Context: an optimization exercise on an open-source flow, tuned for small area and a short achievable clock period. The choices shown serve that exercise and are no tape-out recipe.
Where RTL was checked, it was by simulation tests only, not by an equivalence proof against the original.
Power figures rest on the tool's default switching activity, not on a simulated workload.

Design fp_logarithm, start of the top module:
module fp_logarithm(in_val, clk, ln_output, rst);
input  [31:0] in_val;
input         clk, rst;
output [31:0] ln_output;
localparam [20:0] K8 = 21'h162E43;    
reg [28:0] cX;     
reg [1:0]  m10;    
wire [22:0] cM = {~cX[27:7], m10};
reg [7:0]  cE;
reg [3:0]  st;
reg [32:0] accr;    
reg [31:0] outr;
reg        a2d;
reg [2:0]  h;
reg        sel4, sel1, sel0, sel4n, sel1n, sel0n, xsub, lowf;
reg        one1, two1, neg1, one2, two2, neg2, holdr;
reg        one1n, two1n, neg1n, one2n, two2n, neg2n;
assign ln_output = outr;
always @(posedge clk) begin
  m10 <= in_val[1:0];
  cE <= in_val[30:23];
  st <= st + 4'd1;
end
wire e127c = (cE == 8'd127);
wire subc  = ~cE[7] & ~(&cE[6:0]);           
wire [6:0] ev = subc ? ~cE[6:0] : (cE[6:0] + 7'd1);
reg  [2:0] msbev;
always @* begin
  casez (ev)
    7'b1??????: msbev = 3'd6;
    7'b01?????: msbev = 3'd5;
    7'b001????: msbev = 3'd4;
    7'b0001???: msbev = 3'd3;
    7'b00001??: msbev = 3'd2;
    7'b000001?: msbev = 3'd1;
    default:    msbev = 3'd0;
  endcase
end
wire [6:0] evn   = ev << (3'd6 - msbev);
wire       ovfc  = (evn >= 7'd93);
reg e127, e255, sub, ovf;
reg [2:0] delta;
  ...
Size in the first run: ~1400 cells after synthesis, about 66 I/O pins.
export LEC_CHECK = 0
export ABC_AREA = 1
export CAP_MARGIN = 20
export CORE_MARGIN = 2
export CORE_UTILIZATION = 65
export SLEW_MARGIN = 20
create_clock -name core_clock -period 16.0 [get_ports {clk}]
standard.sh (not shown) runs the stock make flow with config.mk's settings and CLKGATE_MAP_FILE= SYNTH_SCRIPT=/design/flow/synth_recipe.tcl, a recipe that flattens the netlist after the stock synthesis.
==> flow/flow/run.sh <==
#!/bin/bash
set -e
export BUFFER_PORTS_ARGS="-buffer_cell sky130_fd_sc_hd__buf_2"
export CTS_ARGS="-sink_clustering_enable -repair_clock_nets -buf_list sky130_fd_sc_hd__clkbuf_8 -dont_use_dummy_load"
bash standard.sh > standard.log 2>&1
Edit:
==> flow/flow/run.sh (replaced) <==
#!/bin/bash
set -e
ls -la > files.log 2>&1
cp standard.sh standard_sh.copy.log 2>/dev/null || true
export BUFFER_PORTS_ARGS="-buffer_cell sky130_fd_sc_hd__buf_2"
bash standard.sh > standard.log 2>&1
Effect:
- The new run finished clean
- via count goes up by about 2%
- clock-buffer cell count goes up by 2
- global-route usage goes up by 0.58 points
- die area does not change
- cell area goes up by about 3%
- worst setup slack hardly moves
Function was not checked in any run of this note: the RTL went through the layout flow alone.

---

== before ==
Another version of the RTL of fp_logarithm (not shown whole).
Size: roughly 1400 cells after synthesis, roughly 140 flip-flops, about 66 I/O pins, ~0.011 mm² of cells after synthesis.
Settings: LEC_CHECK=0, ABC_AREA=1, CAP_MARGIN=20, CORE_MARGIN=2, CORE_UTILIZATION=70, PLACE_DENSITY=0.8, SLEW_MARGIN=20; clock period 16.0 ns.
==> flow/flow/run.sh <==
#!/bin/bash
set -e
ls -la > files.log 2>&1
cp standard.sh standard_sh.copy.log 2>/dev/null || true
export BUFFER_PORTS_ARGS="-buffer_cell sky130_fd_sc_hd__buf_2"
bash standard.sh > standard.log 2>&1
Input-level comparison between after and before:
-- flow/config.mk --
<<< before, line 9
export CAP_MARGIN = 20
export CORE_MARGIN = 2
export CORE_UTILIZATION = 70
export PLACE_DENSITY = 0.8
export SLEW_MARGIN = 20
>>> after, line 9
export CAP_MARGIN = 20
export CORE_MARGIN = 2
export CORE_UTILIZATION = 65
export SLEW_MARGIN = 20
Cmp after and before / first-pass iteration count of the detailed router / higher: after. Max power share of the clock group across after and before: after. The least setup slack across all paths after layout of after was superior to that of before. Diff after..before | clock tree skew after final layout | negligible. after -> before: register bit total from synthesis delta 0, exact match. Comparing after and before, area of the core region is higher on after.
Function was not checked in any run of this note: the RTL went through the layout flow alone.

---

The RTL this note starts from:
==> flow/design.v <==
`timescale 1ns / 1ps
module fp_logarithm(in_val, clk, ln_output, rst);
input  [31:0] in_val;
input         clk, rst;
output [31:0] ln_output;
localparam [20:0] K8 = 21'h162E43;    
reg [28:0] cX;     
reg [1:0]  m10;    
wire [22:0] cM = {~cX[27:7], m10};
reg [7:0]  cE;
reg [3:0]  st;
reg [33:0] accr;    
reg [31:0] outr;
reg        a2d;
reg [2:0]  h;
reg        sel4, sel1, sel0, sel4n, sel1n, sel0n, xsub, lowf;
reg        one1, two1, neg1, one2, two2, neg2, holdr;
reg        one1n, two1n, neg1n, one2n, two2n, neg2n;
assign ln_output = outr;
always @(posedge clk) begin
  m10 <= in_val[1:0];
  cE <= in_val[30:23];
  st <= st + 4'd1;
end
wire e127c = (cE == 8'd127);
wire subc  = ~cE[7] & ~(&cE[6:0]);           
wire [6:0] ev = subc ? ~cE[6:0] : (cE[6:0] + 7'd1);
reg  [2:0] msbev;
always @* begin
  casez (ev)
    7'b1??????: msbev = 3'd6;
    7'b01?????: msbev = 3'd5;
    7'b001????: msbev = 3'd4;
    7'b0001???: msbev = 3'd3;
    7'b00001??: msbev = 3'd2;
    7'b000001?: msbev = 3'd1;
    default:    msbev = 3'd0;
  endcase
end
wire [6:0] evn   = ev << (3'd6 - msbev);
wire       ovfc  = (evn >= 7'd93);
reg e127, e255, sub, ovf;
reg [2:0] delta;
always @(posedge clk) begin
  e127  <= e127c;
  e255  <= (cE == 8'd255);
  sub   <= subc;
  ovf   <= ovfc;
  delta <= msbev + {2'b0, ovfc};
end
wire [3:0]  ns   = st + 4'd1;
wire ldPA = (ns == 4'd11);
wire ldPB = (ns == 4'd12);
always @(posedge clk) begin
  if (ldPA)      cX <= ovf ? {8'b0, K8} : {7'b0, K8, 1'b0};
  else if (ldPB) cX <= ovf ? {4'b0, K8, 4'b0} : {3'b0, K8, 5'b0};
  else           cX <= {1'b1, ~in_val[22:2], 7'b0};
end
wire [24:0] mext = {1'b0, cM, 1'b0};
wire [8:0]  eext = {1'b0, evn, 1'b0};
reg  [4:0]  win;
reg         hnext;
always @* begin
  win = 5'd0;
  hnext = 1'b0;
  case (ns)
    4'd0: win = mext[4:0];
    4'd1: begin win = mext[8:4];   hnext = e127 & (cM[22:3]  == 20'd0); end
    4'd2: begin win = mext[12:8];  hnext = e127 & (cM[22:7]  == 16'd0); end
    4'd3: begin win = mext[16:12]; hnext = e127 & (cM[22:11] == 12'd0); end
    4'd4: begin win = mext[20:16]; hnext = e127 & (cM[22:15] == 8'd0);  end
    4'd5: begin win = mext[24:20]; hnext = e127 & (cM[22:19] == 4'd0);  end
    4'd11: win = e127 ? 5'd0 : eext[4:0];
    4'd12: win = e127 ? 5'd0 : eext[8:4];
    default: win = 5'd0;
  endcase
  if (hnext) win = 5'd0;
end
always @(posedge clk) begin
  one1 <= win[1] ^ win[0];
  two1 <= (win[2] & ~win[1] & ~win[0]) | (~win[2] & win[1] & win[0]);
  neg1 <= win[2] & ~(win[1] & win[0]);
  one2 <= win[3] ^ win[2];
  two2 <= (win[4] & ~win[3] & ~win[2]) | (~win[4] & win[3] & win[2]);
  neg2 <= win[4] & ~(win[3] & win[2]);
  one1n <= ~(win[1] ^ win[0]);
  two1n <= ~((win[2] & ~win[1] & ~win[0]) | (~win[2] & win[1] & win[0]));
  neg1n <= ~(win[2] & ~(win[1] & win[0]));
  one2n <= ~(win[3] ^ win[2]);
  two2n <= ~((win[4] & ~win[3] & ~win[2]) | (~win[4] & win[3] & win[2]));
  neg2n <= ~(win[4] & ~(win[3] & win[2]));
  holdr <= hnext;
end
reg isQ, isPA, isPB, isS0, isOut;
always @(posedge clk) begin
  isQ   <= (ns <= 4'd5);
  isPA  <= (ns == 4'd11);
  isPB  <= (ns == 4'd12);
  isS0  <= (ns == 4'd0);
  isOut <= (ns == 4'd13);
end
wire c1 = isQ & ~m10[1];
wire [28:0] X = cX;
wire [33:0] lowm = isQ ? 34'h7F : (isPB ? 34'hF : 34'h0);
wire [29:0] c1v  = {22'd0, c1, 7'd0};
wire [29:0] one1v = {{15{~one1n}}, {15{one1}}};
wire [29:0] two1v = {{15{~two1n}}, {15{two1}}};
wire [29:0] neg1v = {{15{~neg1n}}, {15{neg1}}};
wire [29:0] one2v = {{15{~one2n}}, {15{one2}}};
wire [29:0] two2v = {{15{~two2n}}, {15{two2}}};
wire [29:0] neg2v = {{15{~neg2n}}, {15{neg2}}};
wire [29:0] base1 = (one1v & {1'b0, X}) | (two1v & ({X, 1'b0} | c1v));
wire [29:0] base2 = (one2v & {1'b0, X}) | (two2v & ({X, 1'b0} | c1v));
wire [33:0] r1 = {{4{~neg1n}}, base1 ^ (neg1v & ~lowm[29:0])};
wire [33:0] r2 = {{4{~neg2n}}, base2 ^ (neg2v & ~lowm[29:0])};
wire a1 = (one1 | two1) & (neg1 ^ c1);
wire a2 = (one2 | two2) & (neg2 ^ c1);
wire [33:0] ex_a1 = isQ ? ({33'd0, a1} << 7) : (isPB ? ({33'd0, a1} << 4) : {33'd0, a1});
wire [33:0] ex_a2 = isPB ? ({33'd0, a2d} << 2) : ({33'd0, a2d} << 5);
wire [33:0] r2s = {r2[31:0], 2'b00} | ex_a1 | ex_a2;
wire mask = isPA & ~e127;
wire [29:0] s4v = {{15{~sel4n}}, {15{sel4}}};
wire [29:0] s1v = {{15{~sel1n}}, {15{sel1}}};
wire [29:0] s0v = {{15{~sel0n}}, {15{sel0}}};
wire [29:0] acc = (s4v & accr[33:4]) | (s1v & accr[30:1]) | (s0v & accr[29:0]);
wire [29:0] acc_in = {acc[29:4] ^ {26{xsub}}, lowf ? {4{sub}} : acc[3:0]};
wire cin = mask & sub;
wire [33:0] opa = {{4{acc_in[29]}}, acc_in};
wire [33:0] csa_s = opa ^ r1 ^ r2s;
wire [33:0] csa_c = {(opa[32:0] & r1[32:0]) | (opa[32:0] & r2s[32:0]) | (r1[32:0] & r2s[32:0]), cin};
wire [33:0] sum = csa_s + csa_c;
reg [1:0] shn, shr;
reg e127al;
always @* begin
  shn = 2'd0;
  if (ns <= 4'd5) shn = hnext ? 2'd0 : 2'd2;
  else if (~e127) case (ns)
    4'd6:  shn = delta[2] ? 2'd2 : 2'd0;
    4'd7, 4'd8: shn = delta[1] ? 2'd1 : 2'd0;
    4'd9:  shn = delta[0] ? 2'd1 : 2'd0;
    4'd12: shn = 2'd2;
    default: shn = 2'd0;
  endcase
end
always @(posedge clk) begin
  shr    <= shn;
  e127al <= e127 & (ns >= 4'd7) & (ns <= 4'd10);
end
wire ge24 = |acc[29:24];
wire [1:0] shs = e127al ? {1'b0, ge24} : shr;
always @(posedge clk) begin
  accr <= sum;
  sel4 <= (shs == 2'd2) & (ns != 4'd0);
  sel1 <= (shs == 2'd1) & (ns != 4'd0);
  sel0 <= (shs == 2'd0) & (ns != 4'd0);
  sel4n <= ~((shs == 2'd2) & (ns != 4'd0));
  sel1n <= ~((shs == 2'd1) & (ns != 4'd0));
  sel0n <= ~((shs == 2'd0) & (ns != 4'd0));
  xsub <= (ns == 4'd11) & ~e127 & sub;
  lowf <= (ns == 4'd11) & ~e127;
  a2d <= ((isQ & ~holdr) | isPA) ? a2 : 1'b0;
  if (isS0) h <= 3'd0;
  else if (e127al & ge24) h <= h + 3'd1;
end
wire [24:0] xv = acc[24:0];
reg  [22:0] field;
reg  [1:0]  pofs;  
always @* begin
  if (xv[24])      begin field = xv[23:1];                  pofs = 2'd3; end
  else if (xv[23]) begin field = {xv[22:1], 1'b0};          pofs = 2'd2; end
  else if (xv[22]) begin field = {xv[21:1], 2'b00};         pofs = 2'd1; end
  else             begin field = {xv[20:1], 3'b000};        pofs = 2'd0; end
end
wire [2:0] z = {2'b0, cM[22:3] == 20'd0} + {2'b0, cM[22:7] == 16'd0} + {2'b0, cM[22:11] == 12'd0}
             + {2'b0, cM[22:15] == 8'd0} + {2'b0, cM[22:19] == 4'd0};
wire [7:0] expo = e127 ? (8'd120 - {3'b0, z, 2'b00} + {5'b0, h} + {6'b0, pofs})
                       : (8'd124 + {5'b0, delta} + {6'b0, pofs});
always @(posedge clk) begin
  if (isOut) begin
    if (e255)                    outr <= 32'hcf317216;
    else if (e127 && cM == 23'd0) outr <= 32'h00800000;
    else                         outr <= {sub, expo, field};
  end
end
endmodule
export LEC_CHECK = 0
export ABC_AREA = 1
export CAP_MARGIN = 20
export CORE_MARGIN = 2
export CORE_UTILIZATION = 65
export CTS_BUF_LIST = sky130_fd_sc_hd__clkbuf_8
export CTS_CLUSTER_SIZE = 16
export SLEW_MARGIN = 20
create_clock -name core_clock -period 16.0 [get_ports {clk}]
Scripts as last shown in full above: flow/flow/run.sh
The starting point finished with timing, DRC and antenna clean.
Rerun with:
CORE_UTILIZATION = 60   (was 65)
CTS_BUF_LIST = unset   (was sky130_fd_sc_hd__clkbuf_8)
CTS_CLUSTER_SIZE = unset   (was 16)
PLACE_DENSITY = 0.6   (was unset)
The changed run went through all stages and came out clean. Clock power grows by a little under a tenth. Hold slack got worse by 0.037 ns. Register-to-register slack loses 0.07 ns. Count of clock-buffer cells in the layout increases by 4. Global-route usage went down by 1.6 points. Sequential share of layout area came out lower by 0.21 points. Die area goes up by a little under a tenth. Power is higher slightly. Final cell count came out higher slightly. Flip-flop and latch count is unchanged.
Rerun with:
CAP_MARGIN = 50   (was 20)
CORE_UTILIZATION = 65   (was 60)
PLACE_DENSITY = unset   (was 0.6)
SLEW_MARGIN = 85   (was 20)
Routed wire length rose by 42%.
Worst hold slack improves by 0.039 ns.
Setup slack degrades by 1.0 ns.
Via count rose by 20%.
Global-route usage rose by 7.4 points.
Sequential share of layout area fell by 4.4 points.
Die area fell by 7.5%.

-- port drivers added, routing unchanged --
Ports are ideal in the flow. The routed layouts listed here were re-timed in OpenROAD. Step 1 sets driving cells, clkbuf_16 on the clock port and buf_2 on the other inputs (assumed; they add their load-dependent delay and slew). Step 2, shift: input delay + t, output delay - t, t = (earliest + latest rising clock arrival at the registers) / 2. This alone moves slack from input paths to output paths. Slacks: no drivers / after step 1 / after step 2; pairs: no drivers / after step 1.
run | shift t [ns] | slack for setup (ns) | worst setup path at the end
the first run of note 1 | 0.484 | 11.539 / 11.539 / 11.539 | register to register
the second run of note 1 | 0.467 | 11.542 / 11.542 / 11.542 | register to register
before | 0.470 | 10.793 / 10.793 / 10.793 | register to register
after | 0.470 | 10.957 / 10.957 / 10.957 | register to register
the first run of note 3 | 0.518 | 11.743 / 11.743 / 11.743 | register to register
the second run of note 3 | 0.472 | 11.671 / 11.671 / 11.671 | register to register
the third run of note 3 | 0.492 | 10.655 / 10.655 / 10.655 | register to register
After both steps every run listed still meets setup and hold.
